This design comes from an exercise in tuning for small area, a short achievable clock period and few clock cycles per item on the open sky130 flow, not from production work. The RTL was checked by simulation tests, not by an equivalence proof against the original design. Power is estimated from default activity; no workload was simulated.

Design CONV, start of the top module:
module CONV(
    input             clk,
    input             reset,
    output reg        busy,
    input             ready,
    output reg [11:0] iaddr,
    input      [19:0] idata,
    output reg        cwr,
    output reg [11:0] caddr_wr,
    output reg [19:0] cdata_wr,
    output reg        crd,
    output reg [11:0] caddr_rd,
    input      [19:0] cdata_rd,
    output     [2:0]  csel
  );
reg        s_pre, w_pre;
reg  [3:0] s_b, w_b;
reg  [6:0] s_j, w_j;
reg  [3:0] s_ph, w_ph;
reg        s_run, w_run;
localparam MACLAT = 2;    
reg  [MACLAT+2:0] w_dly;
wire s_last = (s_ph == 4'd9);
always @(posedge clk or posedge reset) begin
  if (reset) begin
    s_pre <= 1'b1; s_b <= 4'd0; s_j <= 7'd0; s_ph <= 4'd0;
  end else if (s_run) begin
    s_ph <= s_last ? 4'd0 : s_ph + 4'd1;
    if (s_last) begin
      if (s_pre) s_pre <= 1'b0;
      else if (s_j == 7'd64) begin s_j <= 7'd0; s_b <= s_b + 4'd1; end
      else s_j <= s_j + 7'd1;
    end
  end
end
wire       w_last = (w_ph == 4'd9);
wire       w_step = w_run && w_last;
wire [3:0] wn_ph  = !w_run ? w_ph : (w_last ? 4'd0 : w_ph + 4'd1);
wire       wn_pre = w_step ? 1'b0 : w_pre;
wire [6:0] wn_j   = (w_step && !w_pre) ? ((w_j == 7'd64) ? 7'd0 : w_j + 7'd1) : w_j;
wire [3:0] wn_b   = (w_step && !w_pre && w_j == 7'd64) ? w_b + 4'd1 : w_b;
always @(posedge clk or posedge reset) begin
  if (reset) begin
    w_pre <= 1'b1; w_b <= 4'd0; w_j <= 7'd0; w_ph <= 4'd0;
  end else begin
    w_pre <= wn_pre; w_b <= wn_b; w_j <= wn_j; w_ph <= wn_ph;
  end
end
wire w_end = (w_b == 4'd8) && (w_j == 7'd2) && (w_ph == 4'd2);
wire s_end = s_b[3];
reg idle;
  ...
clock: 10.0 ns
lec_check: 0
abc_clock_period_in_ps: 3000
cap_margin: 20
core_margin: 2
core_utilization: 65
cts_cluster_diameter: 80
cts_cluster_size: 24
place_density: 0.75
slew_margin: 20
synth_hierarchical: 1
synth_minimum_keep_size: 0
standard.sh (not shown) runs the stock make flow with config.mk's settings and CLKGATE_MAP_FILE= SYNTH_SCRIPT=/design/flow/synth_recipe.tcl, a recipe that flattens the netlist after the stock synthesis.
==> flow/flow/run.sh <==
#!/bin/bash
# Layout: the standard flow (standard.sh), with these changes to how it is made:
#  - ports are buffered with buf_2 instead of the default weakest buffer;
#  - after placement, the shift register's tap flip-flops are upsized (upsize.tcl).
# Constraints (constraint.sdc, 10 ns clock) are unchanged.
set -euo pipefail
export BUFFER_PORTS_ARGS="-buffer_cell sky130_fd_sc_hd__buf_2"
export SETUP_SLACK_MARGIN=7.0
bash standard.sh synth floorplan place > standard_place.log 2>&1
RESULTS=orfs/results/sky130hd/CONV/base \
LIBERTY=$FLOW_HOME/platforms/sky130hd/lib/sky130_fd_sc_hd__tt_025C_1v80.lib \
  openroad -no_init -exit flow/upsize.tcl > upsize.log 2>&1
bash standard.sh > standard.log 2>&1
==> flow/flow/upsize.tcl <==
# Upsize the pixel shift register's tap flip-flops (the ones that feed the adder
# tree, fanout 6-9) from dfxtp_1 to dfxtp_2, then legalize. Runs on the placed
# design, before clock tree synthesis.
set results $::env(RESULTS)
read_db $results/3_place.odb
read_liberty $::env(LIBERTY)
set n 0
set m [[ord::get_db] findMaster sky130_fd_sc_hd__dfxtp_2]
foreach inst [[ord::get_db_block] getInsts] {
  set name [$inst getName]
  if {[regexp {^sr\\\[(0|1|2|10|11|12|20|21|22)\\\]} $name] &&
      [[$inst getMaster] getName] eq "sky130_fd_sc_hd__dfxtp_1"} {
    $inst swapMaster $m
    incr n
  }
}
puts "upsized $n tap flip-flops"
detailed_placement
check_placement
write_db $results/3_place.odb
The first run produced a clean layout.
Testbench counts at the start, summed over its fixed seeds: cycles 41,912, images 8.
Rerun with:
--- a/flow/flow/run.sh
+++ b/flow/flow/run.sh
@@ -7,3 +7,3 @@
 export BUFFER_PORTS_ARGS="-buffer_cell sky130_fd_sc_hd__buf_2"
-export SETUP_SLACK_MARGIN=7.0
+export SETUP_SLACK_MARGIN=6.7
 bash standard.sh synth floorplan place > standard_place.log 2>&1
CORE_UTILIZATION = 80   (was 65)
PLACE_DENSITY = 0.86   (was 0.75)
With this change the flow died in 5_1_grt with GRT-0232.
Area after synthesis is unchanged.
Synthesized cell count stays the same.
Rerun with:
CORE_UTILIZATION = 65   (was 80)
PLACE_DENSITY = 0.75   (was 0.86)
After rerunning: Now the flow went through all stages and came out clean. Area after synthesis does not change. Synthesized cell count stays the same.

---

CONV again, from the RTL that the note above started with.
Settings: LEC_CHECK=0, ABC_CLOCK_PERIOD_IN_PS=3000, CAP_MARGIN=20, CORE_MARGIN=2, CORE_UTILIZATION=72, CTS_CLUSTER_DIAMETER=80, CTS_CLUSTER_SIZE=24, PLACE_DENSITY=0.8, SLEW_MARGIN=20, SYNTH_HIERARCHICAL=1, SYNTH_MINIMUM_KEEP_SIZE=0; clock period 10.0 ns.
==> flow/flow/run.sh <==
#!/bin/bash
# Layout: the standard flow (standard.sh), with these changes to how it is made:
#  - ports are buffered with buf_2 instead of the default weakest buffer;
#  - after placement, the shift register's tap flip-flops are upsized (upsize.tcl).
# Constraints (constraint.sdc, 10 ns clock) are unchanged.
set -euo pipefail
export BUFFER_PORTS_ARGS="-buffer_cell sky130_fd_sc_hd__buf_2"
export SETUP_SLACK_MARGIN=6.7
bash standard.sh synth floorplan place > standard_place.log 2>&1
RESULTS=orfs/results/sky130hd/CONV/base \
LIBERTY=$FLOW_HOME/platforms/sky130hd/lib/sky130_fd_sc_hd__tt_025C_1v80.lib \
  openroad -no_init -exit flow/upsize.tcl > upsize.log 2>&1
bash standard.sh > standard.log 2>&1
Scripts as last shown in full above: flow/flow/upsize.tcl
Testbench counts at the start, summed over its fixed seeds: cycles 41,912, images 8.
Then changed:
CORE_UTILIZATION = 65   (was 72)
CTS_BUF_LIST = sky130_fd_sc_hd__clkbuf_4 sky130_fd_sc_hd__clkbuf_8   (was default)
CTS_CLUSTER_DIAMETER = 60   (was 80)
CTS_CLUSTER_SIZE = 16   (was 24)
PLACE_DENSITY = 0.75   (was 0.8)
Effect:
- register-to-register slack improves by 20 ps
- die area rises by 11%
- design area barely changes
- power decreases by about 1.2%
- setup slack degrades by 75 ps

---

== job 5806 ==
CONV again, from the RTL that the note above started with.
Settings: LEC_CHECK=0, ABC_CLOCK_PERIOD_IN_PS=4500, CAP_MARGIN=20, CORE_MARGIN=2, CORE_UTILIZATION=65, CTS_CLUSTER_DIAMETER=80, CTS_CLUSTER_SIZE=24, PLACE_DENSITY=0.75, SLEW_MARGIN=20, SYNTH_HIERARCHICAL=1, SYNTH_MINIMUM_KEEP_SIZE=0; clock period 10.0 ns.
Scripts as last shown in full above: flow/flow/run.sh, flow/flow/upsize.tcl
Testbench counts of job 5806, summed over its fixed seeds: cycles 41,912, images 8.
What job 5581 does differently from job 5806 at the input level:
- CTS_BUF_LIST now sky130_fd_sc_hd__clkbuf_8 sky130_fd_sc_hd__clkbuf_16, previously not set
- ABC_CLOCK_PERIOD_IN_PS now 3000, was 4500
==> results.txt <==
Job 5581 finished every stage and its layout cleared the timing, design-rule and antenna checks. Job 5581 vs. job 5806: clock skew shows no meaningful change, critical path data arrival time shows no meaningful change, shortest clock period the worst path allows after layout shows no meaningful change, post-layout worst setup margin shows no meaningful change. Taking job 5806 as the reference, in job 5581 insertion delay to the later sink of the worst-skew pair saw little to no change; final routed wire length divided by cell count saw little to no change. Job 5581 -> job 5806: number of maximum-capacitance constraint violations flat. Total length of routed wires across job 5806 and job 5581: no real change.

---

CONV, a different RTL version from the one above (not shown whole).
For scale: about 3100 cells after synthesis, roughly 950 flip-flops, about 110 I/O pins, ~47000 µm² of cells after synthesis.
// CONV
module CONV(
    input             clk,
    input             reset,
    output reg        busy,
    input             ready,
    output reg [11:0] iaddr,
    input      [19:0] idata,
    output reg        cwr,
    output reg [11:0] caddr_wr,
    output reg [19:0] cdata_wr,
    output reg        crd,
    output reg [11:0] caddr_rd,
    input      [19:0] cdata_rd,
    output     [2:0]  csel
  );
==> flow/config.mk <==
export PLATFORM = sky130hd
export DESIGN_NAME = CONV
export DESIGN_NICKNAME = CONV
export VERILOG_FILES = /design/flow/design.v
export SDC_FILE = /design/flow/constraint.sdc
export NUM_CORES = 4
export LEC_CHECK = 0
export ABC_CLOCK_PERIOD_IN_PS = 3000
export CAP_MARGIN = 20
export CORE_MARGIN = 2
export CORE_UTILIZATION = 55
export CTS_CLUSTER_DIAMETER = 80
export CTS_CLUSTER_SIZE = 20
export PLACE_DENSITY = 0.7
export SLEW_MARGIN = 20
export SYNTH_HIERARCHICAL = 1
export SYNTH_MINIMUM_KEEP_SIZE = 0
==> flow/constraint.sdc <==
create_clock -name core_clock -period 10.0 [get_ports {clk}]
set_input_delay 2.0000 -clock core_clock [delete_from_list [all_inputs] [get_ports {clk}]]
set_output_delay 2.0000 -clock core_clock [all_outputs]
set_load 0.01 [all_outputs]
==> flow/flow/run.sh <==
#!/bin/bash
set -euo pipefail
export BUFFER_PORTS_ARGS="-buffer_cell sky130_fd_sc_hd__buf_2"
export SETUP_SLACK_MARGIN=6.7
bash standard.sh > standard.log 2>&1
The baseline produced a clean layout.
Testbench counts at the start, summed over its fixed seeds: cycles 41,912, images 8.
Rerun with:
CORE_UTILIZATION = 65   (was 55)
CTS_CLUSTER_DIAMETER = 100   (was 80)
CTS_CLUSTER_SIZE = 30   (was 20)
PLACE_DENSITY = 0.75   (was 0.7)
Outcome: Sequential cell count stays the same. Critical path depth went down by 1. Wire length went down by 1.6%. Synthesized area is unchanged. Total power went down by 5.1%. Die area went down by 15%. Design area went down by 1.2%.

-- static timing again, ports no longer ideal --
How much do the figures lean on ideal ports? The routed layouts below were timed once more, with nothing changed but the port constraints. Step 1 assumes that a clkbuf_16 drives the clock port and a buf_2 every other input. Step 2, shift: input delay + t, output delay - t, t = (earliest + latest rising clock arrival at the registers) / 2. This alone moves slack from input paths to output paths. Slacks: ideal ports / drivers / drivers and shift; pairs: ideal ports / drivers.
run	t (ns)	slack for setup (ns)	worst register clock-pin slew, ns	cell pins on the clock port's net
the first run of note 1	0.720	6.838 / 6.768 / 7.003	0.10 / 0.10	1
the third run of note 1	0.722	6.834 / 6.765 / 6.878	0.10 / 0.10	1
the first run of note 2	0.693	6.828 / 6.764 / 6.844	0.10 / 0.10	1
the second run of note 2	0.787	6.753 / 6.692 / 6.863	0.11 / 0.11	1
job 5806	0.722	6.834 / 6.765 / 6.878	0.10 / 0.10	1
job 5581	0.724	6.836 / 6.767 / 6.897	0.10 / 0.10	1
the first run of note 4	0.734	6.683 / 6.683 / 6.683	0.09 / 0.09	1
the second run of note 4	0.693	6.657 / 6.657 / 6.657	0.12 / 0.12	1
After both steps every run listed still meets setup and hold.
